From an optimization exercise on the open Yosys and OpenROAD flow, aimed at small area and a short achievable clock period; shortcuts taken in it are not production practice. The RTL of this run was laid out without a check of its function. No activity file was given, so power comes from the tool's default toggle rates.

==> design/flow/design.v <==
module DSP (A,B,D,C,CLK,CARRYIN,OPMODE,BCIN,RSTA,RSTB,RSTM,
RSTP,RSTC,RSTD,RSTCARRYIN,RSTOPMODE,CEA,CEB,CEM,CEP,CEC,CED,
CECARRYIN,CEOPMODE,PCIN,BCOUT,PCOUT,P,M,CARRYOUT,CARRYOUTF);
  parameter A0REG=0;
  parameter A1REG=1;
  parameter B0REG=0;
  parameter B1REG=1;
  parameter CREG=1;
  parameter DREG=1;
  parameter MREG=1;
  parameter PREG=1;
  parameter CARRYINREG=1;
  parameter CARRYOUTREG=1;
  parameter OPMODEREG=1;
  parameter CARRYINSEL="OPMODE5";
  parameter B_INPUT ="DIRECT";
  parameter RSTTYPE ="SYNC";
  input [17:0] A,B,D,BCIN;
  input [47:0] C,PCIN;
  input [7:0] OPMODE;
  input CLK,CARRYIN,RSTA,RSTB,RSTC,RSTCARRYIN,RSTD,RSTM,
  RSTOPMODE,RSTP,CEA,CEB,CECARRYIN,CEC,CED,CEM,CEOPMODE,CEP;
  output [17:0] BCOUT;
  output [47:0] PCOUT;
  output [47:0] P;
  output [35:0] M;
  output CARRYOUT,CARRYOUTF;
  reg [7:0] opm;
  reg [17:0] dr, ar, br;
  reg [47:0] cr, pr;
  reg cyi, cyo;
  reg [35:0] ms;
  reg [35:8] mc;
  reg mk;
  wire s6 = opm[6];
  wire [18:0] pre_w = {dr, 1'b1} + {B ^ {18{s6}}, s6};
  wire [17:0] pre = pre_w[18:1];
  wire [17:0] b_in = opm[4] ? pre : B;
  always @(posedge CLK) begin
    if (RSTOPMODE) opm <= 8'd0;
    else if (CEOPMODE) opm <= OPMODE;
  end
  always @(posedge CLK) begin
    if (RSTD) dr <= 18'd0;
    else if (CED) dr <= D;
  end
  always @(posedge CLK) begin
    if (RSTC) cr <= 48'd0;
    else if (CEC) cr <= C;
  end
  always @(posedge CLK) begin
    if (RSTA) ar <= 18'd0;
    else if (CEA) ar <= A;
  end
  always @(posedge CLK) begin
    if (RSTB) br <= 18'd0;
    else if (CEB) br <= b_in;
  end
  always @(posedge CLK) begin
    if (RSTCARRYIN) cyi <= 1'd0;
    else if (CECARRYIN) cyi <= opm[5];
  end
  wire pp1 = br[0] & ar[0];
  wire pp2 = br[0] & ar[1];
  wire pp3 = br[0] & ar[2];
  wire pp4 = br[0] & ar[3];
  wire pp5 = br[0] & ar[4];
  wire pp6 = br[0] & ar[5];
  wire pp7 = br[0] & ar[6];
  wire pp8 = br[0] & ar[7];
  wire pp9 = br[0] & ar[8];
  wire pp10 = br[0] & ar[9];
  wire pp11 = br[0] & ar[10];
  wire pp12 = br[0] & ar[11];
  wire pp13 = br[0] & ar[12];
  wire pp14 = br[0] & ar[13];
  wire pp15 = br[0] & ar[14];
  wire pp16 = br[0] & ar[15];
  wire pp17 = br[0] & ar[16];
  wire pp18 = br[0] & ar[17];
  wire pp19 = br[1] & ar[0];
  wire pp20 = br[1] & ar[1];
  wire pp21 = br[1] & ar[2];
  wire pp22 = br[1] & ar[3];
  wire pp23 = br[1] & ar[4];
  wire pp24 = br[1] & ar[5];
  wire pp25 = br[1] & ar[6];
  wire pp26 = br[1] & ar[7];
  wire pp27 = br[1] & ar[8];
  wire pp28 = br[1] & ar[9];
  wire pp29 = br[1] & ar[10];
  wire pp30 = br[1] & ar[11];
  wire pp31 = br[1] & ar[12];
  wire pp32 = br[1] & ar[13];
  wire pp33 = br[1] & ar[14];
  wire pp34 = br[1] & ar[15];
  wire pp35 = br[1] & ar[16];
  wire pp36 = br[1] & ar[17];
  wire pp37 = br[2] & ar[0];
  wire pp38 = br[2] & ar[1];
  wire pp39 = br[2] & ar[2];
  wire pp40 = br[2] & ar[3];
  wire pp41 = br[2] & ar[4];
  wire pp42 = br[2] & ar[5];
  wire pp43 = br[2] & ar[6];
  wire pp44 = br[2] & ar[7];
  wire pp45 = br[2] & ar[8];
  wire pp46 = br[2] & ar[9];
  wire pp47 = br[2] & ar[10];
  wire pp48 = br[2] & ar[11];
  wire pp49 = br[2] & ar[12];
  wire pp50 = br[2] & ar[13];
  wire pp51 = br[2] & ar[14];
  wire pp52 = br[2] & ar[15];
  wire pp53 = br[2] & ar[16];
  wire pp54 = br[2] & ar[17];
  wire pp55 = br[3] & ar[0];
  wire pp56 = br[3] & ar[1];
  wire pp57 = br[3] & ar[2];
  wire pp58 = br[3] & ar[3];
  wire pp59 = br[3] & ar[4];
  wire pp60 = br[3] & ar[5];
  wire pp61 = br[3] & ar[6];
  wire pp62 = br[3] & ar[7];
  wire pp63 = br[3] & ar[8];
  wire pp64 = br[3] & ar[9];
  wire pp65 = br[3] & ar[10];
  wire pp66 = br[3] & ar[11];
  wire pp67 = br[3] & ar[12];
  wire pp68 = br[3] & ar[13];
  wire pp69 = br[3] & ar[14];
  wire pp70 = br[3] & ar[15];
  wire pp71 = br[3] & ar[16];
  wire pp72 = br[3] & ar[17];
  wire pp73 = br[4] & ar[0];
  wire pp74 = br[4] & ar[1];
  wire pp75 = br[4] & ar[2];
  wire pp76 = br[4] & ar[3];
  wire pp77 = br[4] & ar[4];
  wire pp78 = br[4] & ar[5];
  wire pp79 = br[4] & ar[6];
  wire pp80 = br[4] & ar[7];
  wire pp81 = br[4] & ar[8];
  wire pp82 = br[4] & ar[9];
  wire pp83 = br[4] & ar[10];
  wire pp84 = br[4] & ar[11];
  wire pp85 = br[4] & ar[12];
  wire pp86 = br[4] & ar[13];
  wire pp87 = br[4] & ar[14];
  wire pp88 = br[4] & ar[15];
  wire pp89 = br[4] & ar[16];
  wire pp90 = br[4] & ar[17];
  wire pp91 = br[5] & ar[0];
  wire pp92 = br[5] & ar[1];
  wire pp93 = br[5] & ar[2];
  wire pp94 = br[5] & ar[3];
  wire pp95 = br[5] & ar[4];
  wire pp96 = br[5] & ar[5];
  wire pp97 = br[5] & ar[6];
  wire pp98 = br[5] & ar[7];
  wire pp99 = br[5] & ar[8];
  wire pp100 = br[5] & ar[9];
  wire pp101 = br[5] & ar[10];
  wire pp102 = br[5] & ar[11];
  wire pp103 = br[5] & ar[12];
  wire pp104 = br[5] & ar[13];
  wire pp105 = br[5] & ar[14];
  wire pp106 = br[5] & ar[15];
  wire pp107 = br[5] & ar[16];
  wire pp108 = br[5] & ar[17];
  wire pp109 = br[6] & ar[0];
  wire pp110 = br[6] & ar[1];
  wire pp111 = br[6] & ar[2];
  wire pp112 = br[6] & ar[3];
  wire pp113 = br[6] & ar[4];
  wire pp114 = br[6] & ar[5];
  wire pp115 = br[6] & ar[6];
  wire pp116 = br[6] & ar[7];
  wire pp117 = br[6] & ar[8];
  wire pp118 = br[6] & ar[9];
  wire pp119 = br[6] & ar[10];
  wire pp120 = br[6] & ar[11];
  wire pp121 = br[6] & ar[12];
  wire pp122 = br[6] & ar[13];
  wire pp123 = br[6] & ar[14];
  wire pp124 = br[6] & ar[15];
  wire pp125 = br[6] & ar[16];
  wire pp126 = br[6] & ar[17];
  wire pp127 = br[7] & ar[0];
  wire pp128 = br[7] & ar[1];
  wire pp129 = br[7] & ar[2];
  wire pp130 = br[7] & ar[3];
  wire pp131 = br[7] & ar[4];
  wire pp132 = br[7] & ar[5];
  wire pp133 = br[7] & ar[6];
  wire pp134 = br[7] & ar[7];
  wire pp135 = br[7] & ar[8];
  wire pp136 = br[7] & ar[9];
  wire pp137 = br[7] & ar[10];
  wire pp138 = br[7] & ar[11];
  wire pp139 = br[7] & ar[12];
  wire pp140 = br[7] & ar[13];
  wire pp141 = br[7] & ar[14];
  wire pp142 = br[7] & ar[15];
  wire pp143 = br[7] & ar[16];
  wire pp144 = br[7] & ar[17];
  wire pp145 = br[8] & ar[0];
  wire pp146 = br[8] & ar[1];
  wire pp147 = br[8] & ar[2];
  wire pp148 = br[8] & ar[3];
  wire pp149 = br[8] & ar[4];
  wire pp150 = br[8] & ar[5];
  wire pp151 = br[8] & ar[6];
  wire pp152 = br[8] & ar[7];
  wire pp153 = br[8] & ar[8];
  wire pp154 = br[8] & ar[9];
  wire pp155 = br[8] & ar[10];
  wire pp156 = br[8] & ar[11];
  wire pp157 = br[8] & ar[12];
  wire pp158 = br[8] & ar[13];
  wire pp159 = br[8] & ar[14];
  wire pp160 = br[8] & ar[15];
  wire pp161 = br[8] & ar[16];
  wire pp162 = br[8] & ar[17];
  wire pp163 = br[9] & ar[0];
  wire pp164 = br[9] & ar[1];
  wire pp165 = br[9] & ar[2];
  wire pp166 = br[9] & ar[3];
  wire pp167 = br[9] & ar[4];
  wire pp168 = br[9] & ar[5];
  wire pp169 = br[9] & ar[6];
  wire pp170 = br[9] & ar[7];
  wire pp171 = br[9] & ar[8];
  wire pp172 = br[9] & ar[9];
  wire pp173 = br[9] & ar[10];
  wire pp174 = br[9] & ar[11];
  wire pp175 = br[9] & ar[12];
  wire pp176 = br[9] & ar[13];
  wire pp177 = br[9] & ar[14];
  wire pp178 = br[9] & ar[15];
  wire pp179 = br[9] & ar[16];
  wire pp180 = br[9] & ar[17];
  wire pp181 = br[10] & ar[0];
  wire pp182 = br[10] & ar[1];
  wire pp183 = br[10] & ar[2];
  wire pp184 = br[10] & ar[3];
  wire pp185 = br[10] & ar[4];
  wire pp186 = br[10] & ar[5];
  wire pp187 = br[10] & ar[6];
  wire pp188 = br[10] & ar[7];
  wire pp189 = br[10] & ar[8];
  wire pp190 = br[10] & ar[9];
  wire pp191 = br[10] & ar[10];
  wire pp192 = br[10] & ar[11];
  wire pp193 = br[10] & ar[12];
  wire pp194 = br[10] & ar[13];
  wire pp195 = br[10] & ar[14];
  wire pp196 = br[10] & ar[15];
  wire pp197 = br[10] & ar[16];
  wire pp198 = br[10] & ar[17];
  wire pp199 = br[11] & ar[0];
  wire pp200 = br[11] & ar[1];
  wire pp201 = br[11] & ar[2];
  wire pp202 = br[11] & ar[3];
  wire pp203 = br[11] & ar[4];
  wire pp204 = br[11] & ar[5];
  wire pp205 = br[11] & ar[6];
  wire pp206 = br[11] & ar[7];
  wire pp207 = br[11] & ar[8];
  wire pp208 = br[11] & ar[9];
  wire pp209 = br[11] & ar[10];
  wire pp210 = br[11] & ar[11];
  wire pp211 = br[11] & ar[12];
  wire pp212 = br[11] & ar[13];
  wire pp213 = br[11] & ar[14];
  wire pp214 = br[11] & ar[15];
  wire pp215 = br[11] & ar[16];
  wire pp216 = br[11] & ar[17];
  wire pp217 = br[12] & ar[0];
  wire pp218 = br[12] & ar[1];
  wire pp219 = br[12] & ar[2];
  wire pp220 = br[12] & ar[3];
  wire pp221 = br[12] & ar[4];
  wire pp222 = br[12] & ar[5];
  wire pp223 = br[12] & ar[6];
  wire pp224 = br[12] & ar[7];
  wire pp225 = br[12] & ar[8];
  wire pp226 = br[12] & ar[9];
  wire pp227 = br[12] & ar[10];
  wire pp228 = br[12] & ar[11];
  wire pp229 = br[12] & ar[12];
  wire pp230 = br[12] & ar[13];
  wire pp231 = br[12] & ar[14];
  wire pp232 = br[12] & ar[15];
  wire pp233 = br[12] & ar[16];
  wire pp234 = br[12] & ar[17];
  wire pp235 = br[13] & ar[0];
  wire pp236 = br[13] & ar[1];
  wire pp237 = br[13] & ar[2];
  wire pp238 = br[13] & ar[3];
  wire pp239 = br[13] & ar[4];
  wire pp240 = br[13] & ar[5];
  wire pp241 = br[13] & ar[6];
  wire pp242 = br[13] & ar[7];
  wire pp243 = br[13] & ar[8];
  wire pp244 = br[13] & ar[9];
  wire pp245 = br[13] & ar[10];
  wire pp246 = br[13] & ar[11];
  wire pp247 = br[13] & ar[12];
  wire pp248 = br[13] & ar[13];
  wire pp249 = br[13] & ar[14];
  wire pp250 = br[13] & ar[15];
  wire pp251 = br[13] & ar[16];
  wire pp252 = br[13] & ar[17];
  wire pp253 = br[14] & ar[0];
  wire pp254 = br[14] & ar[1];
  wire pp255 = br[14] & ar[2];
  wire pp256 = br[14] & ar[3];
  wire pp257 = br[14] & ar[4];
  wire pp258 = br[14] & ar[5];
  wire pp259 = br[14] & ar[6];
  wire pp260 = br[14] & ar[7];
  wire pp261 = br[14] & ar[8];
  wire pp262 = br[14] & ar[9];
  wire pp263 = br[14] & ar[10];
  wire pp264 = br[14] & ar[11];
  wire pp265 = br[14] & ar[12];
  wire pp266 = br[14] & ar[13];
  wire pp267 = br[14] & ar[14];
  wire pp268 = br[14] & ar[15];
  wire pp269 = br[14] & ar[16];
  wire pp270 = br[14] & ar[17];
  wire pp271 = br[15] & ar[0];
  wire pp272 = br[15] & ar[1];
  wire pp273 = br[15] & ar[2];
  wire pp274 = br[15] & ar[3];
  wire pp275 = br[15] & ar[4];
  wire pp276 = br[15] & ar[5];
  wire pp277 = br[15] & ar[6];
  wire pp278 = br[15] & ar[7];
  wire pp279 = br[15] & ar[8];
  wire pp280 = br[15] & ar[9];
  wire pp281 = br[15] & ar[10];
  wire pp282 = br[15] & ar[11];
  wire pp283 = br[15] & ar[12];
  wire pp284 = br[15] & ar[13];
  wire pp285 = br[15] & ar[14];
  wire pp286 = br[15] & ar[15];
  wire pp287 = br[15] & ar[16];
  wire pp288 = br[15] & ar[17];
  wire pp289 = br[16] & ar[0];
  wire pp290 = br[16] & ar[1];
  wire pp291 = br[16] & ar[2];
  wire pp292 = br[16] & ar[3];
  wire pp293 = br[16] & ar[4];
  wire pp294 = br[16] & ar[5];
  wire pp295 = br[16] & ar[6];
  wire pp296 = br[16] & ar[7];
  wire pp297 = br[16] & ar[8];
  wire pp298 = br[16] & ar[9];
  wire pp299 = br[16] & ar[10];
  wire pp300 = br[16] & ar[11];
  wire pp301 = br[16] & ar[12];
  wire pp302 = br[16] & ar[13];
  wire pp303 = br[16] & ar[14];
  wire pp304 = br[16] & ar[15];
  wire pp305 = br[16] & ar[16];
  wire pp306 = br[16] & ar[17];
  wire pp307 = br[17] & ar[0];
  wire pp308 = br[17] & ar[1];
  wire pp309 = br[17] & ar[2];
  wire pp310 = br[17] & ar[3];
  wire pp311 = br[17] & ar[4];
  wire pp312 = br[17] & ar[5];
  wire pp313 = br[17] & ar[6];
  wire pp314 = br[17] & ar[7];
  wire pp315 = br[17] & ar[8];
  wire pp316 = br[17] & ar[9];
  wire pp317 = br[17] & ar[10];
  wire pp318 = br[17] & ar[11];
  wire pp319 = br[17] & ar[12];
  wire pp320 = br[17] & ar[13];
  wire pp321 = br[17] & ar[14];
  wire pp322 = br[17] & ar[15];
  wire pp323 = br[17] & ar[16];
  wire pp324 = br[17] & ar[17];
  wire s325 = pp20 ^ pp3 ^ pp37;
  wire c326 = (pp20 & pp3) | (pp20 & pp37) | (pp3 & pp37);
  wire s327 = pp21 ^ pp38 ^ pp4;
  wire c328 = (pp21 & pp38) | (pp21 & pp4) | (pp38 & pp4);
  wire s329 = pp55 ^ c326;
  wire c330 = pp55 & c326;
  wire s331 = pp22 ^ pp39 ^ pp5;
  wire c332 = (pp22 & pp39) | (pp22 & pp5) | (pp39 & pp5);
  wire s333 = pp56 ^ pp73 ^ c328;
  wire c334 = (pp56 & pp73) | (pp56 & c328) | (pp73 & c328);
  wire s335 = s331 ^ c330;
  wire c336 = s331 & c330;
  wire s337 = pp23 ^ pp40 ^ pp57;
  wire c338 = (pp23 & pp40) | (pp23 & pp57) | (pp40 & pp57);
  wire s339 = pp6 ^ pp74 ^ pp91;
  wire c340 = (pp6 & pp74) | (pp6 & pp91) | (pp74 & pp91);
  wire s341 = c332 ^ s337 ^ s339;
  wire c342 = (c332 & s337) | (c332 & s339) | (s337 & s339);
  wire s343 = c334 ^ c336;
  wire c344 = c334 & c336;
  wire s345 = pp109 ^ pp24 ^ pp41;
  wire c346 = (pp109 & pp24) | (pp109 & pp41) | (pp24 & pp41);
  wire s347 = pp58 ^ pp7 ^ pp75;
  wire c348 = (pp58 & pp7) | (pp58 & pp75) | (pp7 & pp75);
  wire s349 = pp92 ^ c338 ^ c340;
  wire c350 = (pp92 & c338) | (pp92 & c340) | (c338 & c340);
  wire s351 = s345 ^ s347 ^ c342;
  wire c352 = (s345 & s347) | (s345 & c342) | (s347 & c342);
  wire s353 = s349 ^ c344;
  wire c354 = s349 & c344;
  wire s355 = pp110 ^ pp127 ^ pp25;
  wire c356 = (pp110 & pp127) | (pp110 & pp25) | (pp127 & pp25);
  wire s357 = pp42 ^ pp59 ^ pp76;
  wire c358 = (pp42 & pp59) | (pp42 & pp76) | (pp59 & pp76);
  wire s359 = pp8 ^ pp93 ^ c346;
  wire c360 = (pp8 & pp93) | (pp8 & c346) | (pp93 & c346);
  wire s361 = c348 ^ s355 ^ s357;
  wire c362 = (c348 & s355) | (c348 & s357) | (s355 & s357);
  wire s363 = c350 ^ s359 ^ s361;
  wire c364 = (c350 & s359) | (c350 & s361) | (s359 & s361);
  wire s365 = c352 ^ c354;
  wire c366 = c352 & c354;
  wire s367 = pp111 ^ pp128 ^ pp145;
  wire c368 = (pp111 & pp128) | (pp111 & pp145) | (pp128 & pp145);
  wire s369 = pp26 ^ pp43 ^ pp60;
  wire c370 = (pp26 & pp43) | (pp26 & pp60) | (pp43 & pp60);
  wire s371 = pp77 ^ pp9 ^ pp94;
  wire c372 = (pp77 & pp9) | (pp77 & pp94) | (pp9 & pp94);
  wire s373 = c356 ^ c358 ^ s367;
  wire c374 = (c356 & c358) | (c356 & s367) | (c358 & s367);
  wire s375 = s369 ^ s371 ^ c360;
  wire c376 = (s369 & s371) | (s369 & c360) | (s371 & c360);
  wire s377 = c362 ^ s373 ^ s375;
  wire c378 = (c362 & s373) | (c362 & s375) | (s373 & s375);
  wire s379 = c364 ^ c366;
  wire c380 = c364 & c366;
  wire s381 = pp10 ^ pp112 ^ pp129;
  wire c382 = (pp10 & pp112) | (pp10 & pp129) | (pp112 & pp129);
  wire s383 = pp146 ^ pp163 ^ pp27;
  wire c384 = (pp146 & pp163) | (pp146 & pp27) | (pp163 & pp27);
  wire s385 = pp44 ^ pp61 ^ pp78;
  wire c386 = (pp44 & pp61) | (pp44 & pp78) | (pp61 & pp78);
  wire s387 = pp95 ^ c368 ^ c370;
  wire c388 = (pp95 & c368) | (pp95 & c370) | (c368 & c370);
  wire s389 = c372 ^ s381 ^ s383;
  wire c390 = (c372 & s381) | (c372 & s383) | (s381 & s383);
  wire s391 = s385 ^ c374 ^ s387;
  wire c392 = (s385 & c374) | (s385 & s387) | (c374 & s387);
  wire s393 = s389 ^ c376 ^ s391;
  wire c394 = (s389 & c376) | (s389 & s391) | (c376 & s391);
  wire s395 = c378 ^ c380;
  wire c396 = c378 & c380;
  wire s397 = pp11 ^ pp113 ^ pp130;
  wire c398 = (pp11 & pp113) | (pp11 & pp130) | (pp113 & pp130);
  wire s399 = pp147 ^ pp164 ^ pp181;
  wire c400 = (pp147 & pp164) | (pp147 & pp181) | (pp164 & pp181);
  wire s401 = pp28 ^ pp45 ^ pp62;
  wire c402 = (pp28 & pp45) | (pp28 & pp62) | (pp45 & pp62);
  wire s403 = pp79 ^ pp96 ^ c382;
  wire c404 = (pp79 & pp96) | (pp79 & c382) | (pp96 & c382);
  wire s405 = c384 ^ c386 ^ s397;
  wire c406 = (c384 & c386) | (c384 & s397) | (c386 & s397);
  wire s407 = s399 ^ s401 ^ c388;
  wire c408 = (s399 & s401) | (s399 & c388) | (s401 & c388);
  wire s409 = c390 ^ s403 ^ s405;
  wire c410 = (c390 & s403) | (c390 & s405) | (s403 & s405);
  wire s411 = c392 ^ s407 ^ s409;
  wire c412 = (c392 & s407) | (c392 & s409) | (s407 & s409);
  wire s413 = c394 ^ s411;
  wire c414 = c394 & s411;
  wire s415 = pp114 ^ pp12 ^ pp131;
  wire c416 = (pp114 & pp12) | (pp114 & pp131) | (pp12 & pp131);
  wire s417 = pp148 ^ pp165 ^ pp182;
  wire c418 = (pp148 & pp165) | (pp148 & pp182) | (pp165 & pp182);
  wire s419 = pp199 ^ pp29 ^ pp46;
  wire c420 = (pp199 & pp29) | (pp199 & pp46) | (pp29 & pp46);
  wire s421 = pp63 ^ pp80 ^ pp97;
  wire c422 = (pp63 & pp80) | (pp63 & pp97) | (pp80 & pp97);
  wire s423 = c398 ^ c400 ^ c402;
  wire c424 = (c398 & c400) | (c398 & c402) | (c400 & c402);
  wire s425 = s415 ^ s417 ^ s419;
  wire c426 = (s415 & s417) | (s415 & s419) | (s417 & s419);
  wire s427 = s421 ^ c404 ^ c406;
  wire c428 = (s421 & c404) | (s421 & c406) | (c404 & c406);
  wire s429 = s423 ^ s425 ^ c408;
  wire c430 = (s423 & s425) | (s423 & c408) | (s425 & c408);
  wire s431 = c410 ^ s427 ^ s429;
  wire c432 = (c410 & s427) | (c410 & s429) | (s427 & s429);
  wire s433 = c412 ^ c414;
  wire c434 = c412 & c414;
  wire s435 = pp115 ^ pp13 ^ pp132;
  wire c436 = (pp115 & pp13) | (pp115 & pp132) | (pp13 & pp132);
  wire s437 = pp149 ^ pp166 ^ pp183;
  wire c438 = (pp149 & pp166) | (pp149 & pp183) | (pp166 & pp183);
  wire s439 = pp200 ^ pp217 ^ pp30;
  wire c440 = (pp200 & pp217) | (pp200 & pp30) | (pp217 & pp30);
  wire s441 = pp47 ^ pp64 ^ pp81;
  wire c442 = (pp47 & pp64) | (pp47 & pp81) | (pp64 & pp81);
  wire s443 = pp98 ^ c416 ^ c418;
  wire c444 = (pp98 & c416) | (pp98 & c418) | (c416 & c418);
  wire s445 = c420 ^ c422 ^ s435;
  wire c446 = (c420 & c422) | (c420 & s435) | (c422 & s435);
  wire s447 = s437 ^ s439 ^ s441;
  wire c448 = (s437 & s439) | (s437 & s441) | (s439 & s441);
  wire s449 = c424 ^ c426 ^ s443;
  wire c450 = (c424 & c426) | (c424 & s443) | (c426 & s443);
  wire s451 = s445 ^ s447 ^ c428;
  wire c452 = (s445 & s447) | (s445 & c428) | (s447 & c428);
  wire s453 = s449 ^ c430 ^ s451;
  wire c454 = (s449 & c430) | (s449 & s451) | (c430 & s451);
  wire s455 = c432 ^ s453;
  wire c456 = c432 & s453;
  wire s457 = pp116 ^ pp133 ^ pp14;
  wire c458 = (pp116 & pp133) | (pp116 & pp14) | (pp133 & pp14);
  wire s459 = pp150 ^ pp167 ^ pp184;
  wire c460 = (pp150 & pp167) | (pp150 & pp184) | (pp167 & pp184);
  wire s461 = pp201 ^ pp218 ^ pp235;
  wire c462 = (pp201 & pp218) | (pp201 & pp235) | (pp218 & pp235);
  wire s463 = pp31 ^ pp48 ^ pp65;
  wire c464 = (pp31 & pp48) | (pp31 & pp65) | (pp48 & pp65);
  wire s465 = pp82 ^ pp99 ^ c436;
  wire c466 = (pp82 & pp99) | (pp82 & c436) | (pp99 & c436);
  wire s467 = c438 ^ c440 ^ c442;
  wire c468 = (c438 & c440) | (c438 & c442) | (c440 & c442);
  wire s469 = s457 ^ s459 ^ s461;
  wire c470 = (s457 & s459) | (s457 & s461) | (s459 & s461);
  wire s471 = s463 ^ c444 ^ c446;
  wire c472 = (s463 & c444) | (s463 & c446) | (c444 & c446);
  wire s473 = c448 ^ s465 ^ s467;
  wire c474 = (c448 & s465) | (c448 & s467) | (s465 & s467);
  wire s475 = s469 ^ c450 ^ s471;
  wire c476 = (s469 & c450) | (s469 & s471) | (c450 & s471);
  wire s477 = s473 ^ c452 ^ s475;
  wire c478 = (s473 & c452) | (s473 & s475) | (c452 & s475);
  wire s479 = c454 ^ s477;
  wire c480 = c454 & s477;
  wire s481 = pp100 ^ pp117 ^ pp134;
  wire c482 = (pp100 & pp117) | (pp100 & pp134) | (pp117 & pp134);
  wire s483 = pp15 ^ pp151 ^ pp168;
  wire c484 = (pp15 & pp151) | (pp15 & pp168) | (pp151 & pp168);
  wire s485 = pp185 ^ pp202 ^ pp219;
  wire c486 = (pp185 & pp202) | (pp185 & pp219) | (pp202 & pp219);
  wire s487 = pp236 ^ pp253 ^ pp32;
  wire c488 = (pp236 & pp253) | (pp236 & pp32) | (pp253 & pp32);
  wire s489 = pp49 ^ pp66 ^ pp83;
  wire c490 = (pp49 & pp66) | (pp49 & pp83) | (pp66 & pp83);
  wire s491 = c458 ^ c460 ^ c462;
  wire c492 = (c458 & c460) | (c458 & c462) | (c460 & c462);
  wire s493 = c464 ^ s481 ^ s483;
  wire c494 = (c464 & s481) | (c464 & s483) | (s481 & s483);
  wire s495 = s485 ^ s487 ^ s489;
  wire c496 = (s485 & s487) | (s485 & s489) | (s487 & s489);
  wire s497 = c466 ^ c468 ^ c470;
  wire c498 = (c466 & c468) | (c466 & c470) | (c468 & c470);
  wire s499 = s491 ^ s493 ^ s495;
  wire c500 = (s491 & s493) | (s491 & s495) | (s493 & s495);
  wire s501 = c472 ^ c474 ^ s497;
  wire c502 = (c472 & c474) | (c472 & s497) | (c474 & s497);
  wire s503 = s499 ^ c476 ^ s501;
  wire c504 = (s499 & c476) | (s499 & s501) | (c476 & s501);
  wire s505 = c478 ^ s503;
  wire c506 = c478 & s503;
  wire s507 = pp101 ^ pp118 ^ pp135;
  wire c508 = (pp101 & pp118) | (pp101 & pp135) | (pp118 & pp135);
  wire s509 = pp152 ^ pp16 ^ pp169;
  wire c510 = (pp152 & pp16) | (pp152 & pp169) | (pp16 & pp169);
  wire s511 = pp186 ^ pp203 ^ pp220;
  wire c512 = (pp186 & pp203) | (pp186 & pp220) | (pp203 & pp220);
  wire s513 = pp237 ^ pp254 ^ pp271;
  wire c514 = (pp237 & pp254) | (pp237 & pp271) | (pp254 & pp271);
  wire s515 = pp33 ^ pp50 ^ pp67;
  wire c516 = (pp33 & pp50) | (pp33 & pp67) | (pp50 & pp67);
  wire s517 = pp84 ^ c482 ^ c484;
  wire c518 = (pp84 & c482) | (pp84 & c484) | (c482 & c484);
  wire s519 = c486 ^ c488 ^ c490;
  wire c520 = (c486 & c488) | (c486 & c490) | (c488 & c490);
  wire s521 = s507 ^ s509 ^ s511;
  wire c522 = (s507 & s509) | (s507 & s511) | (s509 & s511);
  wire s523 = s513 ^ s515 ^ c492;
  wire c524 = (s513 & s515) | (s513 & c492) | (s515 & c492);
  wire s525 = c494 ^ c496 ^ s517;
  wire c526 = (c494 & c496) | (c494 & s517) | (c496 & s517);
  wire s527 = s519 ^ s521 ^ c498;
  wire c528 = (s519 & s521) | (s519 & c498) | (s521 & c498);
  wire s529 = s523 ^ c500 ^ s525;
  wire c530 = (s523 & c500) | (s523 & s525) | (c500 & s525);
  wire s531 = c502 ^ s527 ^ s529;
  wire c532 = (c502 & s527) | (c502 & s529) | (s527 & s529);
  wire s533 = c504 ^ s531;
  wire c534 = c504 & s531;
  wire s535 = pp102 ^ pp119 ^ pp136;
  wire c536 = (pp102 & pp119) | (pp102 & pp136) | (pp119 & pp136);
  wire s537 = pp153 ^ pp17 ^ pp170;
  wire c538 = (pp153 & pp17) | (pp153 & pp170) | (pp17 & pp170);
  wire s539 = pp187 ^ pp204 ^ pp221;
  wire c540 = (pp187 & pp204) | (pp187 & pp221) | (pp204 & pp221);
  wire s541 = pp238 ^ pp255 ^ pp272;
  wire c542 = (pp238 & pp255) | (pp238 & pp272) | (pp255 & pp272);
  wire s543 = pp289 ^ pp34 ^ pp51;
  wire c544 = (pp289 & pp34) | (pp289 & pp51) | (pp34 & pp51);
  wire s545 = pp68 ^ pp85 ^ c508;
  wire c546 = (pp68 & pp85) | (pp68 & c508) | (pp85 & c508);
  wire s547 = c510 ^ c512 ^ c514;
  wire c548 = (c510 & c512) | (c510 & c514) | (c512 & c514);
  wire s549 = c516 ^ s535 ^ s537;
  wire c550 = (c516 & s535) | (c516 & s537) | (s535 & s537);
  wire s551 = s539 ^ s541 ^ s543;
  wire c552 = (s539 & s541) | (s539 & s543) | (s541 & s543);
  wire s553 = c518 ^ c520 ^ c522;
  wire c554 = (c518 & c520) | (c518 & c522) | (c520 & c522);
  wire s555 = s545 ^ s547 ^ s549;
  wire c556 = (s545 & s547) | (s545 & s549) | (s547 & s549);
  wire s557 = s551 ^ c524 ^ c526;
  wire c558 = (s551 & c524) | (s551 & c526) | (c524 & c526);
  wire s559 = s553 ^ s555 ^ c528;
  wire c560 = (s553 & s555) | (s553 & c528) | (s555 & c528);
  wire s561 = c530 ^ s557 ^ s559;
  wire c562 = (c530 & s557) | (c530 & s559) | (s557 & s559);
  wire s563 = c532 ^ c534;
  wire c564 = c532 & c534;
  wire s565 = pp103 ^ pp120 ^ pp137;
  wire c566 = (pp103 & pp120) | (pp103 & pp137) | (pp120 & pp137);
  wire s567 = pp154 ^ pp171 ^ pp18;
  wire c568 = (pp154 & pp171) | (pp154 & pp18) | (pp171 & pp18);
  wire s569 = pp188 ^ pp205 ^ pp222;
  wire c570 = (pp188 & pp205) | (pp188 & pp222) | (pp205 & pp222);
  wire s571 = pp239 ^ pp256 ^ pp273;
  wire c572 = (pp239 & pp256) | (pp239 & pp273) | (pp256 & pp273);
  wire s573 = pp290 ^ pp307 ^ pp35;
  wire c574 = (pp290 & pp307) | (pp290 & pp35) | (pp307 & pp35);
  wire s575 = pp52 ^ pp69 ^ pp86;
  wire c576 = (pp52 & pp69) | (pp52 & pp86) | (pp69 & pp86);
  wire s577 = c536 ^ c538 ^ c540;
  wire c578 = (c536 & c538) | (c536 & c540) | (c538 & c540);
  wire s579 = c542 ^ c544 ^ s565;
  wire c580 = (c542 & c544) | (c542 & s565) | (c544 & s565);
  wire s581 = s567 ^ s569 ^ s571;
  wire c582 = (s567 & s569) | (s567 & s571) | (s569 & s571);
  wire s583 = s573 ^ s575 ^ c546;
  wire c584 = (s573 & s575) | (s573 & c546) | (s575 & c546);
  wire s585 = c548 ^ c550 ^ c552;
  wire c586 = (c548 & c550) | (c548 & c552) | (c550 & c552);
  wire s587 = s577 ^ s579 ^ s581;
  wire c588 = (s577 & s579) | (s577 & s581) | (s579 & s581);
  wire s589 = c554 ^ s583 ^ c556;
  wire c590 = (c554 & s583) | (c554 & c556) | (s583 & c556);
  wire s591 = s585 ^ s587 ^ c558;
  wire c592 = (s585 & s587) | (s585 & c558) | (s587 & c558);
  wire s593 = s589 ^ c560 ^ s591;
  wire c594 = (s589 & c560) | (s589 & s591) | (c560 & s591);
  wire s595 = c562 ^ s593;
  wire c596 = c562 & s593;
  wire s597 = pp104 ^ pp121 ^ pp138;
  wire c598 = (pp104 & pp121) | (pp104 & pp138) | (pp121 & pp138);
  wire s599 = pp155 ^ pp172 ^ pp189;
  wire c600 = (pp155 & pp172) | (pp155 & pp189) | (pp172 & pp189);
  wire s601 = pp206 ^ pp223 ^ pp240;
  wire c602 = (pp206 & pp223) | (pp206 & pp240) | (pp223 & pp240);
  wire s603 = pp257 ^ pp274 ^ pp291;
  wire c604 = (pp257 & pp274) | (pp257 & pp291) | (pp274 & pp291);
  wire s605 = pp308 ^ pp36 ^ pp53;
  wire c606 = (pp308 & pp36) | (pp308 & pp53) | (pp36 & pp53);
  wire s607 = pp70 ^ pp87 ^ c566;
  wire c608 = (pp70 & pp87) | (pp70 & c566) | (pp87 & c566);
  wire s609 = c568 ^ c570 ^ c572;
  wire c610 = (c568 & c570) | (c568 & c572) | (c570 & c572);
  wire s611 = c574 ^ c576 ^ s597;
  wire c612 = (c574 & c576) | (c574 & s597) | (c576 & s597);
  wire s613 = s599 ^ s601 ^ s603;
  wire c614 = (s599 & s601) | (s599 & s603) | (s601 & s603);
  wire s615 = s605 ^ c578 ^ c580;
  wire c616 = (s605 & c578) | (s605 & c580) | (c578 & c580);
  wire s617 = c582 ^ s607 ^ s609;
  wire c618 = (c582 & s607) | (c582 & s609) | (s607 & s609);
  wire s619 = s611 ^ s613 ^ c584;
  wire c620 = (s611 & s613) | (s611 & c584) | (s613 & c584);
  wire s621 = c586 ^ c588 ^ s615;
  wire c622 = (c586 & c588) | (c586 & s615) | (c588 & s615);
  wire s623 = s617 ^ s619 ^ c590;
  wire c624 = (s617 & s619) | (s617 & c590) | (s619 & c590);
  wire s625 = s621 ^ c592 ^ s623;
  wire c626 = (s621 & c592) | (s621 & s623) | (c592 & s623);
  wire s627 = c594 ^ s625;
  wire c628 = c594 & s625;
  wire s629 = pp105 ^ pp122 ^ pp139;
  wire c630 = (pp105 & pp122) | (pp105 & pp139) | (pp122 & pp139);
  wire s631 = pp156 ^ pp173 ^ pp190;
  wire c632 = (pp156 & pp173) | (pp156 & pp190) | (pp173 & pp190);
  wire s633 = pp207 ^ pp224 ^ pp241;
  wire c634 = (pp207 & pp224) | (pp207 & pp241) | (pp224 & pp241);
  wire s635 = pp258 ^ pp275 ^ pp292;
  wire c636 = (pp258 & pp275) | (pp258 & pp292) | (pp275 & pp292);
  wire s637 = pp309 ^ pp54 ^ pp71;
  wire c638 = (pp309 & pp54) | (pp309 & pp71) | (pp54 & pp71);
  wire s639 = pp88 ^ c598 ^ c600;
  wire c640 = (pp88 & c598) | (pp88 & c600) | (c598 & c600);
  wire s641 = c602 ^ c604 ^ c606;
  wire c642 = (c602 & c604) | (c602 & c606) | (c604 & c606);
  wire s643 = s629 ^ s631 ^ s633;
  wire c644 = (s629 & s631) | (s629 & s633) | (s631 & s633);
  wire s645 = s635 ^ s637 ^ c608;
  wire c646 = (s635 & s637) | (s635 & c608) | (s637 & c608);
  wire s647 = c610 ^ c612 ^ c614;
  wire c648 = (c610 & c612) | (c610 & c614) | (c612 & c614);
  wire s649 = s639 ^ s641 ^ s643;
  wire c650 = (s639 & s641) | (s639 & s643) | (s641 & s643);
  wire s651 = c616 ^ c618 ^ s645;
  wire c652 = (c616 & c618) | (c616 & s645) | (c618 & s645);
  wire s653 = s647 ^ s649 ^ c620;
  wire c654 = (s647 & s649) | (s647 & c620) | (s649 & c620);
  wire s655 = c622 ^ s651 ^ s653;
  wire c656 = (c622 & s651) | (c622 & s653) | (s651 & s653);
  wire s657 = c624 ^ s655 ^ c626;
  wire c658 = (c624 & s655) | (c624 & c626) | (s655 & c626);
  wire s659 = pp106 ^ pp123 ^ pp140;
  wire c660 = (pp106 & pp123) | (pp106 & pp140) | (pp123 & pp140);
  wire s661 = pp157 ^ pp174 ^ pp191;
  wire c662 = (pp157 & pp174) | (pp157 & pp191) | (pp174 & pp191);
  wire s663 = pp208 ^ pp225 ^ pp242;
  wire c664 = (pp208 & pp225) | (pp208 & pp242) | (pp225 & pp242);
  wire s665 = pp259 ^ pp276 ^ pp293;
  wire c666 = (pp259 & pp276) | (pp259 & pp293) | (pp276 & pp293);
  wire s667 = pp310 ^ pp72 ^ pp89;
  wire c668 = (pp310 & pp72) | (pp310 & pp89) | (pp72 & pp89);
  wire s669 = c630 ^ c632 ^ c634;
  wire c670 = (c630 & c632) | (c630 & c634) | (c632 & c634);
  wire s671 = c636 ^ c638 ^ s659;
  wire c672 = (c636 & c638) | (c636 & s659) | (c638 & s659);
  wire s673 = s661 ^ s663 ^ s665;
  wire c674 = (s661 & s663) | (s661 & s665) | (s663 & s665);
  wire s675 = s667 ^ c640 ^ c642;
  wire c676 = (s667 & c640) | (s667 & c642) | (c640 & c642);
  wire s677 = c644 ^ s669 ^ s671;
  wire c678 = (c644 & s669) | (c644 & s671) | (s669 & s671);
  wire s679 = s673 ^ c646 ^ c648;
  wire c680 = (s673 & c646) | (s673 & c648) | (c646 & c648);
  wire s681 = s675 ^ c650 ^ s677;
  wire c682 = (s675 & c650) | (s675 & s677) | (c650 & s677);
  wire s683 = c652 ^ s679 ^ s681;
  wire c684 = (c652 & s679) | (c652 & s681) | (s679 & s681);
  wire s685 = c654 ^ s683 ^ c656;
  wire c686 = (c654 & s683) | (c654 & c656) | (s683 & c656);
  wire s687 = pp107 ^ pp124 ^ pp141;
  wire c688 = (pp107 & pp124) | (pp107 & pp141) | (pp124 & pp141);
  wire s689 = pp158 ^ pp175 ^ pp192;
  wire c690 = (pp158 & pp175) | (pp158 & pp192) | (pp175 & pp192);
  wire s691 = pp209 ^ pp226 ^ pp243;
  wire c692 = (pp209 & pp226) | (pp209 & pp243) | (pp226 & pp243);
  wire s693 = pp260 ^ pp277 ^ pp294;
  wire c694 = (pp260 & pp277) | (pp260 & pp294) | (pp277 & pp294);
  wire s695 = pp311 ^ pp90 ^ c660;
  wire c696 = (pp311 & pp90) | (pp311 & c660) | (pp90 & c660);
  wire s697 = c662 ^ c664 ^ c666;
  wire c698 = (c662 & c664) | (c662 & c666) | (c664 & c666);
  wire s699 = c668 ^ s687 ^ s689;
  wire c700 = (c668 & s687) | (c668 & s689) | (s687 & s689);
  wire s701 = s691 ^ s693 ^ c670;
  wire c702 = (s691 & s693) | (s691 & c670) | (s693 & c670);
  wire s703 = c672 ^ c674 ^ s695;
  wire c704 = (c672 & c674) | (c672 & s695) | (c674 & s695);
  wire s705 = s697 ^ s699 ^ c676;
  wire c706 = (s697 & s699) | (s697 & c676) | (s699 & c676);
  wire s707 = s701 ^ c678 ^ s703;
  wire c708 = (s701 & c678) | (s701 & s703) | (c678 & s703);
  wire s709 = c680 ^ s705 ^ s707;
  wire c710 = (c680 & s705) | (c680 & s707) | (s705 & s707);
  wire s711 = c682 ^ s709 ^ c684;
  wire c712 = (c682 & s709) | (c682 & c684) | (s709 & c684);
  wire s713 = pp108 ^ pp125 ^ pp142;
  wire c714 = (pp108 & pp125) | (pp108 & pp142) | (pp125 & pp142);
  wire s715 = pp159 ^ pp176 ^ pp193;
  wire c716 = (pp159 & pp176) | (pp159 & pp193) | (pp176 & pp193);
  wire s717 = pp210 ^ pp227 ^ pp244;
  wire c718 = (pp210 & pp227) | (pp210 & pp244) | (pp227 & pp244);
  wire s719 = pp261 ^ pp278 ^ pp295;
  wire c720 = (pp261 & pp278) | (pp261 & pp295) | (pp278 & pp295);
  wire s721 = pp312 ^ c688 ^ c690;
  wire c722 = (pp312 & c688) | (pp312 & c690) | (c688 & c690);
  wire s723 = c692 ^ c694 ^ s713;
  wire c724 = (c692 & c694) | (c692 & s713) | (c694 & s713);
  wire s725 = s715 ^ s717 ^ s719;
  wire c726 = (s715 & s717) | (s715 & s719) | (s717 & s719);
  wire s727 = c696 ^ c698 ^ c700;
  wire c728 = (c696 & c698) | (c696 & c700) | (c698 & c700);
  wire s729 = s721 ^ s723 ^ s725;
  wire c730 = (s721 & s723) | (s721 & s725) | (s723 & s725);
  wire s731 = c702 ^ c704 ^ s727;
  wire c732 = (c702 & c704) | (c702 & s727) | (c704 & s727);
  wire s733 = s729 ^ c706 ^ c708;
  wire c734 = (s729 & c706) | (s729 & c708) | (c706 & c708);
  wire s735 = s731 ^ c710 ^ s733;
  wire c736 = (s731 & c710) | (s731 & s733) | (c710 & s733);
  wire s737 = pp126 ^ pp143 ^ pp160;
  wire c738 = (pp126 & pp143) | (pp126 & pp160) | (pp143 & pp160);
  wire s739 = pp177 ^ pp194 ^ pp211;
  wire c740 = (pp177 & pp194) | (pp177 & pp211) | (pp194 & pp211);
  wire s741 = pp228 ^ pp245 ^ pp262;
  wire c742 = (pp228 & pp245) | (pp228 & pp262) | (pp245 & pp262);
  wire s743 = pp279 ^ pp296 ^ pp313;
  wire c744 = (pp279 & pp296) | (pp279 & pp313) | (pp296 & pp313);
  wire s745 = c714 ^ c716 ^ c718;
  wire c746 = (c714 & c716) | (c714 & c718) | (c716 & c718);
  wire s747 = c720 ^ s737 ^ s739;
  wire c748 = (c720 & s737) | (c720 & s739) | (s737 & s739);
  wire s749 = s741 ^ s743 ^ c722;
  wire c750 = (s741 & s743) | (s741 & c722) | (s743 & c722);
  wire s751 = c724 ^ c726 ^ s745;
  wire c752 = (c724 & c726) | (c724 & s745) | (c726 & s745);
  wire s753 = s747 ^ c728 ^ s749;
  wire c754 = (s747 & c728) | (s747 & s749) | (c728 & s749);
  wire s755 = c730 ^ s751 ^ c732;
  wire c756 = (c730 & s751) | (c730 & c732) | (s751 & c732);
  wire s757 = s753 ^ c734 ^ s755;
  wire c758 = (s753 & c734) | (s753 & s755) | (c734 & s755);
  wire s759 = pp144 ^ pp161 ^ pp178;
  wire c760 = (pp144 & pp161) | (pp144 & pp178) | (pp161 & pp178);
  wire s761 = pp195 ^ pp212 ^ pp229;
  wire c762 = (pp195 & pp212) | (pp195 & pp229) | (pp212 & pp229);
  wire s763 = pp246 ^ pp263 ^ pp280;
  wire c764 = (pp246 & pp263) | (pp246 & pp280) | (pp263 & pp280);
  wire s765 = pp297 ^ pp314 ^ c738;
  wire c766 = (pp297 & pp314) | (pp297 & c738) | (pp314 & c738);
  wire s767 = c740 ^ c742 ^ c744;
  wire c768 = (c740 & c742) | (c740 & c744) | (c742 & c744);
  wire s769 = s759 ^ s761 ^ s763;
  wire c770 = (s759 & s761) | (s759 & s763) | (s761 & s763);
  wire s771 = c746 ^ c748 ^ s765;
  wire c772 = (c746 & c748) | (c746 & s765) | (c748 & s765);
  wire s773 = s767 ^ s769 ^ c750;
  wire c774 = (s767 & s769) | (s767 & c750) | (s769 & c750);
  wire s775 = c752 ^ s771 ^ c754;
  wire c776 = (c752 & s771) | (c752 & c754) | (s771 & c754);
  wire s777 = s773 ^ c756 ^ s775;
  wire c778 = (s773 & c756) | (s773 & s775) | (c756 & s775);
  wire s779 = pp162 ^ pp179 ^ pp196;
  wire c780 = (pp162 & pp179) | (pp162 & pp196) | (pp179 & pp196);
  wire s781 = pp213 ^ pp230 ^ pp247;
  wire c782 = (pp213 & pp230) | (pp213 & pp247) | (pp230 & pp247);
  wire s783 = pp264 ^ pp281 ^ pp298;
  wire c784 = (pp264 & pp281) | (pp264 & pp298) | (pp281 & pp298);
  wire s785 = pp315 ^ c760 ^ c762;
  wire c786 = (pp315 & c760) | (pp315 & c762) | (c760 & c762);
  wire s787 = c764 ^ s779 ^ s781;
  wire c788 = (c764 & s779) | (c764 & s781) | (s779 & s781);
  wire s789 = s783 ^ c766 ^ c768;
  wire c790 = (s783 & c766) | (s783 & c768) | (c766 & c768);
  wire s791 = c770 ^ s785 ^ s787;
  wire c792 = (c770 & s785) | (c770 & s787) | (s785 & s787);
  wire s793 = c772 ^ s789 ^ s791;
  wire c794 = (c772 & s789) | (c772 & s791) | (s789 & s791);
  wire s795 = c774 ^ s793 ^ c776;
  wire c796 = (c774 & s793) | (c774 & c776) | (s793 & c776);
  wire s797 = pp180 ^ pp197 ^ pp214;
  wire c798 = (pp180 & pp197) | (pp180 & pp214) | (pp197 & pp214);
  wire s799 = pp231 ^ pp248 ^ pp265;
  wire c800 = (pp231 & pp248) | (pp231 & pp265) | (pp248 & pp265);
  wire s801 = pp282 ^ pp299 ^ pp316;
  wire c802 = (pp282 & pp299) | (pp282 & pp316) | (pp299 & pp316);
  wire s803 = c780 ^ c782 ^ c784;
  wire c804 = (c780 & c782) | (c780 & c784) | (c782 & c784);
  wire s805 = s797 ^ s799 ^ s801;
  wire c806 = (s797 & s799) | (s797 & s801) | (s799 & s801);
  wire s807 = c786 ^ c788 ^ s803;
  wire c808 = (c786 & c788) | (c786 & s803) | (c788 & s803);
  wire s809 = s805 ^ c790 ^ c792;
  wire c810 = (s805 & c790) | (s805 & c792) | (c790 & c792);
  wire s811 = s807 ^ s809 ^ c794;
  wire c812 = (s807 & s809) | (s807 & c794) | (s809 & c794);
  wire s813 = pp198 ^ pp215 ^ pp232;
  wire c814 = (pp198 & pp215) | (pp198 & pp232) | (pp215 & pp232);
  wire s815 = pp249 ^ pp266 ^ pp283;
  wire c816 = (pp249 & pp266) | (pp249 & pp283) | (pp266 & pp283);
  wire s817 = pp300 ^ pp317 ^ c798;
  wire c818 = (pp300 & pp317) | (pp300 & c798) | (pp317 & c798);
  wire s819 = c800 ^ c802 ^ s813;
  wire c820 = (c800 & c802) | (c800 & s813) | (c802 & s813);
  wire s821 = s815 ^ c804 ^ c806;
  wire c822 = (s815 & c804) | (s815 & c806) | (c804 & c806);
  wire s823 = s817 ^ s819 ^ c808;
  wire c824 = (s817 & s819) | (s817 & c808) | (s819 & c808);
  wire s825 = s821 ^ c810 ^ s823;
  wire c826 = (s821 & c810) | (s821 & s823) | (c810 & s823);
  wire s827 = pp216 ^ pp233 ^ pp250;
  wire c828 = (pp216 & pp233) | (pp216 & pp250) | (pp233 & pp250);
  wire s829 = pp267 ^ pp284 ^ pp301;
  wire c830 = (pp267 & pp284) | (pp267 & pp301) | (pp284 & pp301);
  wire s831 = pp318 ^ c814 ^ c816;
  wire c832 = (pp318 & c814) | (pp318 & c816) | (c814 & c816);
  wire s833 = s827 ^ s829 ^ c818;
  wire c834 = (s827 & s829) | (s827 & c818) | (s829 & c818);
  wire s835 = c820 ^ s831 ^ c822;
  wire c836 = (c820 & s831) | (c820 & c822) | (s831 & c822);
  wire s837 = s833 ^ c824 ^ s835;
  wire c838 = (s833 & c824) | (s833 & s835) | (c824 & s835);
  wire s839 = pp234 ^ pp251 ^ pp268;
  wire c840 = (pp234 & pp251) | (pp234 & pp268) | (pp251 & pp268);
  wire s841 = pp285 ^ pp302 ^ pp319;
  wire c842 = (pp285 & pp302) | (pp285 & pp319) | (pp302 & pp319);
  wire s843 = c828 ^ c830 ^ s839;
  wire c844 = (c828 & c830) | (c828 & s839) | (c830 & s839);
  wire s845 = s841 ^ c832 ^ s843;
  wire c846 = (s841 & c832) | (s841 & s843) | (c832 & s843);
  wire s847 = c834 ^ s845 ^ c836;
  wire c848 = (c834 & s845) | (c834 & c836) | (s845 & c836);
  wire s849 = pp252 ^ pp269 ^ pp286;
  wire c850 = (pp252 & pp269) | (pp252 & pp286) | (pp269 & pp286);
  wire s851 = pp303 ^ pp320 ^ c840;
  wire c852 = (pp303 & pp320) | (pp303 & c840) | (pp320 & c840);
  wire s853 = c842 ^ s849 ^ c844;
  wire c854 = (c842 & s849) | (c842 & c844) | (s849 & c844);
  wire s855 = s851 ^ c846 ^ s853;
  wire c856 = (s851 & c846) | (s851 & s853) | (c846 & s853);
  wire s857 = pp270 ^ pp287 ^ pp304;
  wire c858 = (pp270 & pp287) | (pp270 & pp304) | (pp287 & pp304);
  wire s859 = pp321 ^ c850 ^ s857;
  wire c860 = (pp321 & c850) | (pp321 & s857) | (c850 & s857);
  wire s861 = c852 ^ s859 ^ c854;
  wire c862 = (c852 & s859) | (c852 & c854) | (s859 & c854);
  wire s863 = pp288 ^ pp305 ^ pp322;
  wire c864 = (pp288 & pp305) | (pp288 & pp322) | (pp305 & pp322);
  wire s865 = c858 ^ s863 ^ c860;
  wire c866 = (c858 & s863) | (c858 & c860) | (s863 & c860);
  wire s867 = pp306 ^ pp323 ^ c864;
  wire c868 = (pp306 & pp323) | (pp306 & c864) | (pp323 & c864);
  wire s869 = pp19 ^ pp2;
  wire c870 = pp19 & pp2;
  wire s871 = c870 ^ s325;
  wire c872 = c870 & s325;
  wire s873 = s327 ^ c872 ^ s329;
  wire c874 = (s327 & c872) | (s327 & s329) | (c872 & s329);
  wire s875 = s333 ^ s335 ^ c874;
  wire c876 = (s333 & s335) | (s333 & c874) | (s335 & c874);
  wire s877 = s341 ^ s343 ^ c876;
  wire c878 = (s341 & s343) | (s341 & c876) | (s343 & c876);
  wire s879 = s351 ^ s353 ^ c878;
  wire c880 = (s351 & s353) | (s351 & c878) | (s353 & c878);
  wire s881 = s363 ^ s365 ^ c880;
  wire c882 = (s363 & s365) | (s363 & c880) | (s365 & c880);
  wire [35:0] prod_s = {1'b0, pp324, s867, s865, c856, s855, c838, c826, s825, s811, s795, c758, c736, s735, s711, s685, c628, c596, c564, s561, c506, c480, c456, c434, s431, c396, s393, s377, s881, s879, s877, s875, s873, s871, s869, pp1};
  wire [35:0] prod_c = {1'b0, c868, c866, c862, s861, c848, s847, s837, c812, c796, c778, s777, s757, c712, c686, c658, s657, s627, s595, s563, s533, s505, s479, s455, s433, s413, s395, s379, 1'b0, 1'b0, 1'b0, 1'b0, 1'b0, 1'b0, 1'b0, 1'b0};
  always @(posedge CLK) begin
    if (RSTM) ms <= 36'd0;
    else if (CEM) ms <= prod_s;
  end
  always @(posedge CLK) begin
    if (RSTM) mc <= 28'd0;
    else if (CEM) mc <= prod_c[35:8];
  end
  always @(posedge CLK) begin
    if (RSTM) mk <= 1'd0;
    else if (CEM) mk <= c882;
  end
  wire [28:0] m_hi = {ms[35:8], 1'b1} + {mc, mk};
  assign M = {m_hi[28:1], ms[7:0]};
  wire s7 = opm[7];
  wire [47:0] x = ({48{opm[1:0] == 2'd1}} & {12'd0, M})
                | ({48{opm[1:0] == 2'd2}} & pr)
                | ({48{opm[1:0] == 2'd3}} & {dr[11:0], ar, br});
  wire [47:0] z = ({48{opm[3:2] == 2'd1}} & PCIN)
                | ({48{opm[3:2] == 2'd2}} & pr)
                | ({48{opm[3:2] == 2'd3}} & cr);
  wire [49:0] post_w = {1'b0, z, 1'b1} + {1'b0, x ^ {48{s7}}, cyi ^ s7};
  wire [47:0] post = post_w[48:1];
  wire post_c = post_w[49] ^ s7;
  always @(posedge CLK) begin
    if (RSTP) pr <= 48'd0;
    else if (CEP) pr <= post;
  end
  always @(posedge CLK) begin
    if (RSTCARRYIN) cyo <= 1'd0;
    else if (CECARRYIN) cyo <= post_c;
  end
  assign BCOUT = br;
  assign P = pr;
  assign PCOUT = pr;
  assign CARRYOUT = cyo;
  assign CARRYOUTF = cyo;
endmodule
==> design/flow/run.sh <==
#!/bin/bash
# synth_recipe.tcl (not shown) runs the flow's synth.tcl, then flattens the netlist and writes it again
# the make line also repeats each setting of config.mk as NAME=value (left out here)
make -C /OpenROAD-flow-scripts/flow DESIGN_CONFIG=/design/flow/config.mk WORK_HOME=/design/flow/orfs CLKGATE_MAP_FILE= SYNTH_SCRIPT=/design/flow/synth_recipe.tcl finish
==> design/flow/config.mk <==
export PLATFORM = sky130hd
export DESIGN_NAME = DSP
export DESIGN_NICKNAME = DSP
export VERILOG_FILES = /design/flow/design.v
export SDC_FILE = /design/flow/constraint.sdc
export NUM_CORES = 4
export LEC_CHECK = 0
export CAP_MARGIN = 20
export CORE_MARGIN = 2
export CORE_UTILIZATION = 40
export SLEW_MARGIN = 20
==> design/flow/constraint.sdc <==
create_clock -name core_clock -period 7.0 [get_ports {CLK}]
set_input_delay 1.4000 -clock core_clock [delete_from_list [all_inputs] [get_ports {CLK}]]
set_output_delay 1.4000 -clock core_clock [all_outputs]
set_load 0.01 [all_outputs]
==> notes.md <==
| Quantity | Value | Unit |
|---|---|---|
| Run status | timing/DRC/antenna clean | - |
| # setup viols final | 0 | - |
| Max Cap Violations | 0 | - |
| Initial antenna violation count | 1 | - |
| Total power after layout | 4.78 | mW |
| Multi-input gate area | 17700 | sq um |
| Cell leakage power | 12.9 | nW |
| I/O Buffers | 326 | - |
| Compound-cell area share of the yosys netlist | 0.118 | - |
| Overall die area | 62800 | sq um |
| Share of the synthesized area in the top cell type | 0.217 | - |
| CTS Buf Count | 29 | - |
| Adder and majority gate portion of the synthesized area | 0.273 | - |
| Cell-internal power | 3.07 | mW |
| Synth Area in XOR/XNOR | 0.0519 | - |
| Main combinational cell family by area after synthesis | adder cells | - |
| Element type at the critical path start | flop | - |
| Yosys warns | 1 | - |
| Asr flop ratio synth | 0 | - |
| Number of buffers inserted to repair setup after CTS | 0 | - |
| First-pass GRT wire length | 124 | mm |
| Data required time of the critical path | 7490 | ps |
| Area of the mapped netlist | 24300 | sq um |
| Least-Margin Pin Slew | 1080 | ps |
| Number of buffers on the longest clock path | 3 | - |
| Die height | 251 | microns |
| Rel. slew slack | 0.280 | - |
| Areal power density over the cells | 166 | nW/um^2 |
| Post-Route Setup TNS | 0 | ps |
| Synthesized Nets | 3318 | - |
| Proportion of layout cells with a drive suffix above 1 | 0.0729 | - |
| Via density | 5.39 | - |
| Pin count of the biggest net entering global routing | 66 | - |
| Clock skew after layout | 37.4 | ps |
| Hold violation total from the final report | 0 | - |
| Critical Path End Type | flop | - |
| Number of unique standard cell types used by synthesis | 79 | - |
| Post-route cell area | 28800 | sq um |
| Switching Share | 0.357 | - |
| Part of the cycle the worst path needs | 0.900 | - |
| Routed wire length per instance | 21.6 | microns |
| Depth of the most critical reg-to-reg path | 22 | - |
| Number of enable flip-flop cells after synthesis | 0 | - |
| Post-synthesis cell type with the largest combined area | sky130_fd_sc_hd__fa_1 | - |
| Final antenna-violating net count | 0 | - |
| Clock root buffer | sky130_fd_sc_hd__clkbuf_16 | - |
| Proportion of synthesized area in mux cells | 0.121 | - |
| PostCTS Resize Cnt | 0 | - |
| Initial Utilization | 0.404 | - |
| RSZ-0062 raised after global routing | no | - |
| Register Area | 4470 | sq um |
| Mapped Cells | 2751 | - |
| Highest ir drop seen on vdd | 189 | uV |
| Worst-Skew Late Latency | 600 | ps |
| Per-instance average area after synthesis | 8.84 | sq um |
| Cell types with the largest area share after synthesis | sky130_fd_sc_hd__fa_1 22%, sky130_fd_sc_hd__dfxtp_1 18%, sky130_fd_sc_hd__mux2i_1 8.4% | - |
| Filler Cell Count | 5694 | - |
| Number of buffers inserted by hold repair at cts | 0 | - |
| Clock share of power | 0.338 | - |
| Clock Pin Slew Worst Setup and Hold Paths | 70 | ps |
| Type of the worst setup path | flop to flop | - |
| Net switching component of the power | 1.71 | mW |
| Dominant synthesized flop cell | sky130_fd_sc_hd__dfxtp_1 | - |
| Proportion of power drawn by flip-flops and latches | 0.317 | - |
| Arrival time of data at the critical path endpoint | 6790 | ps |
| Routed vias | 20100 | - |
| Final number of max-transition violations | 0 | - |
| Iteration-0 DRC count of the detailed router | 1215 | - |
| Grt ovf | 0 | - |
| Signed area change from the synthesized netlist to the final layout | 18.5 | % |
| Post-synthesis register bit count | 223 | - |
| Final worst path period need | 6300 | ps |
| Net count, final | 3481 | - |
| Achievable Freq | 159 | MHz |
| Num ports | 346 | - |
| Die X-Extent | 251 | microns |
| Number of standard-cell rows in the floorplan | 90 | - |
| Final routed DRC violation total | 0 | - |
| Part of the Yosys area used for sequential elements | 0.184 | - |
| Placer congestion estimate | 0.943 | - |
| HPWL after DPL | 59.9 | mm |
| Final WL | 80.3 | mm |
| Simple-gate portion of the synthesized area | 0.162 | - |
| Number of H-tree branching levels | 1 | - |
| CTS tree | done | - |
| Number of sinks on the clock net | 223 | - |
| Worst-path maximum fanout | 7 | - |
| GRT Resource Usage Total | 0.253 | - |
| Number of cells traversed by the worst hold path | 2 | - |
| Total cell area at the placement stage | 27800 | sq um |
| Vias in the first global route | 20800 | - |
| Gate power share | 0.345 | - |
| Area inside the core boundary | 60200 | sq um |
| Count of TritonRoute iterations in the first routing pass | 5 | - |
| Kind of path behind the tightest hold check | flop to flop | - |
## registers in the layout, summed over array words and instances (netlist names)
signal / count
cr: 48
pr: 48
ms: 35
mc: 27
ar: 18
br: 18
dr: 18
opm: 8
cyi: 1
cyo: 1
mk: 1
## worst max-delay path, stage by stage, from the launching register on
cell	delay, ps
sky130_fd_sc_hd__dfxtp_1	340
sky130_fd_sc_hd__fa_1	480
sky130_fd_sc_hd__a211oi_1	230
sky130_fd_sc_hd__o21bai_1	150
sky130_fd_sc_hd__a2111oi_2	290
sky130_fd_sc_hd__o221ai_1	310
sky130_fd_sc_hd__a41oi_2	460
sky130_fd_sc_hd__o21ai_0	170
sky130_fd_sc_hd__a311o_1	410
sky130_fd_sc_hd__mux2i_1	270
sky130_fd_sc_hd__a2bb2oi_1	220
sky130_fd_sc_hd__xnor2_1	90
sky130_fd_sc_hd__ha_1	400
sky130_fd_sc_hd__a21o_1	190
sky130_fd_sc_hd__a21o_1	180
sky130_fd_sc_hd__a21oi_1	160
sky130_fd_sc_hd__o21ai_0	120
sky130_fd_sc_hd__a31oi_1	250
sky130_fd_sc_hd__o21ai_0	210
sky130_fd_sc_hd__a221oi_4	560
sky130_fd_sc_hd__nor3_1	140
sky130_fd_sc_hd__or4_1	480
sky130_fd_sc_hd__o311ai_0	100
## final cells by class
class                           count  area share
Timing Repair Buffer              374       0.125
Clock buffer                       35      0.0274
Antenna cell                        1   0.0000869
Inverter                          289      0.0377
Clock inverter                     19     0.00808
Sequential cell                   223       0.155
Tap cell                          782      0.0340
Multi-Input combinational cell   1997       0.613
## per-layer routing
| metal | GRT usage | up-vias | share of wire |
|---|---|---|---|
| met3 | 0.0370 | 130 | 0.057 |
| met4 | 0.0775 | 2 | 0.029 |
| met2 | 0.423 | 660 | 0.47 |
| met5 | 0 | - | 0.000087 |
| met1 | 0.339 | 9946 | 0.44 |
| li1 | - | 9314 | - |
## through the flow
| stage | util | instances | worst slack [ps] | hold slack [ps] |
|---|---|---|---|---|
| 5_1_grt | 0.478 | 3719 | 357 | 504 |
| 3_3_place_gp | 0.461 | 3665 | 799 | 465 |
| 4_1_cts | 0.478 | 3719 | 787 | 487 |
| 6_report | 0.478 | 3720 | 697 | 484 |
| 3_5_place_dp | 0.461 | 3665 | 775 | 476 |
| 2_1_floorplan | - | 2751 | 1760 | 451 |
## placed cells by master, fill, tap and decap left out, types with 90 or more instances in the layout
cell type,synthesis,final
sky130_fd_sc_hd__nor2_1,248,247
sky130_fd_sc_hd__mux2i_1,203,203
sky130_fd_sc_hd__and2_1,251,251
sky130_fd_sc_hd__inv_1,289,289
sky130_fd_sc_hd__dfxtp_1,223,217
sky130_fd_sc_hd__xnor2_1,90,90
sky130_fd_sc_hd__nand2_1,159,159
sky130_fd_sc_hd__ha_1,110,110
sky130_fd_sc_hd__fa_1,263,263
sky130_fd_sc_hd__clkdlybuf4s50_1,0,319
## power by group through the flow
stage,logic (mW),clock network (mW),registers (mW)
2_1_floorplan,1.05,0,1.46
3_3_place_gp,1.61,0,1.54
3_5_place_dp,1.63,0,1.54
4_1_cts,1.64,1.65,1.52
5_1_grt,1.80,1.70,1.53
6_report,1.65,1.61,1.52
## synth_stat cells (20+ instances only)
cell type	n
sky130_fd_sc_hd__nand3_1	24
sky130_fd_sc_hd__nand2_1	159
sky130_fd_sc_hd__a22oi_1	25
sky130_fd_sc_hd__nand2b_1	23
sky130_fd_sc_hd__a22o_1	48
sky130_fd_sc_hd__buf_1	37
sky130_fd_sc_hd__a21oi_1	75
sky130_fd_sc_hd__clkbuf_1	145
sky130_fd_sc_hd__xor2_1	54
sky130_fd_sc_hd__o21ai_0	62
sky130_fd_sc_hd__a21o_1	45
sky130_fd_sc_hd__and3_1	21
sky130_fd_sc_hd__inv_1	289
sky130_fd_sc_hd__fa_1	263
sky130_fd_sc_hd__nor3_1	20
sky130_fd_sc_hd__ha_1	110
sky130_fd_sc_hd__xnor2_1	90
sky130_fd_sc_hd__a211oi_1	26
sky130_fd_sc_hd__mux2i_1	203
sky130_fd_sc_hd__dfxtp_1	223
sky130_fd_sc_hd__nor2_1	248
sky130_fd_sc_hd__mux2_2	80
sky130_fd_sc_hd__buf_4	57
sky130_fd_sc_hd__and2_1	251
## path summary, 6_finish.rpt
check | start | endpoint | slack [ps]
setup reg to reg | ms[8] | pr[44] | 700
hold reg to reg | ms[34] | ms[34] | 480
setup / recovery | ms[8] | pr[44] | 700
hold / removal | ms[34] | ms[34] | 480
## cells by family after synthesis
family                   after synthesis
adder cells (fa/ha/maj)              373
XOR/XNOR                             144
AND/OR/NAND/NOR                      794
buffers and inverters                531
flip-flops                           223
multiplexers                         283
AO/OA/AOI/OAI                        403

[what the ideal ports hide]
How much do the figures lean on ideal ports? The routed layout below was timed once more, with nothing changed but the port constraints.
Step 1, drivers: a clkbuf_16 drives CLK and a buf_2 each remaining input, both assumed.
Step 2 times the ports against the registers' clock, not the clock port: input delays grow and output delays shrink by t, the midpoint of the rising clock arrivals with the driver on.
a / b / c = ideal / step 1 / step 2; a / b = the first two.
t (ns): 0.647
setup slack, ns: 0.697 / 0.697 / 0.697
worst register clock-pin slew, ns: 0.07 / 0.07
After both steps setup and hold are still met in this run. For this run, drivers alone change the setup slack by 0.000 ns; drivers and shift together by 0.000 ns.
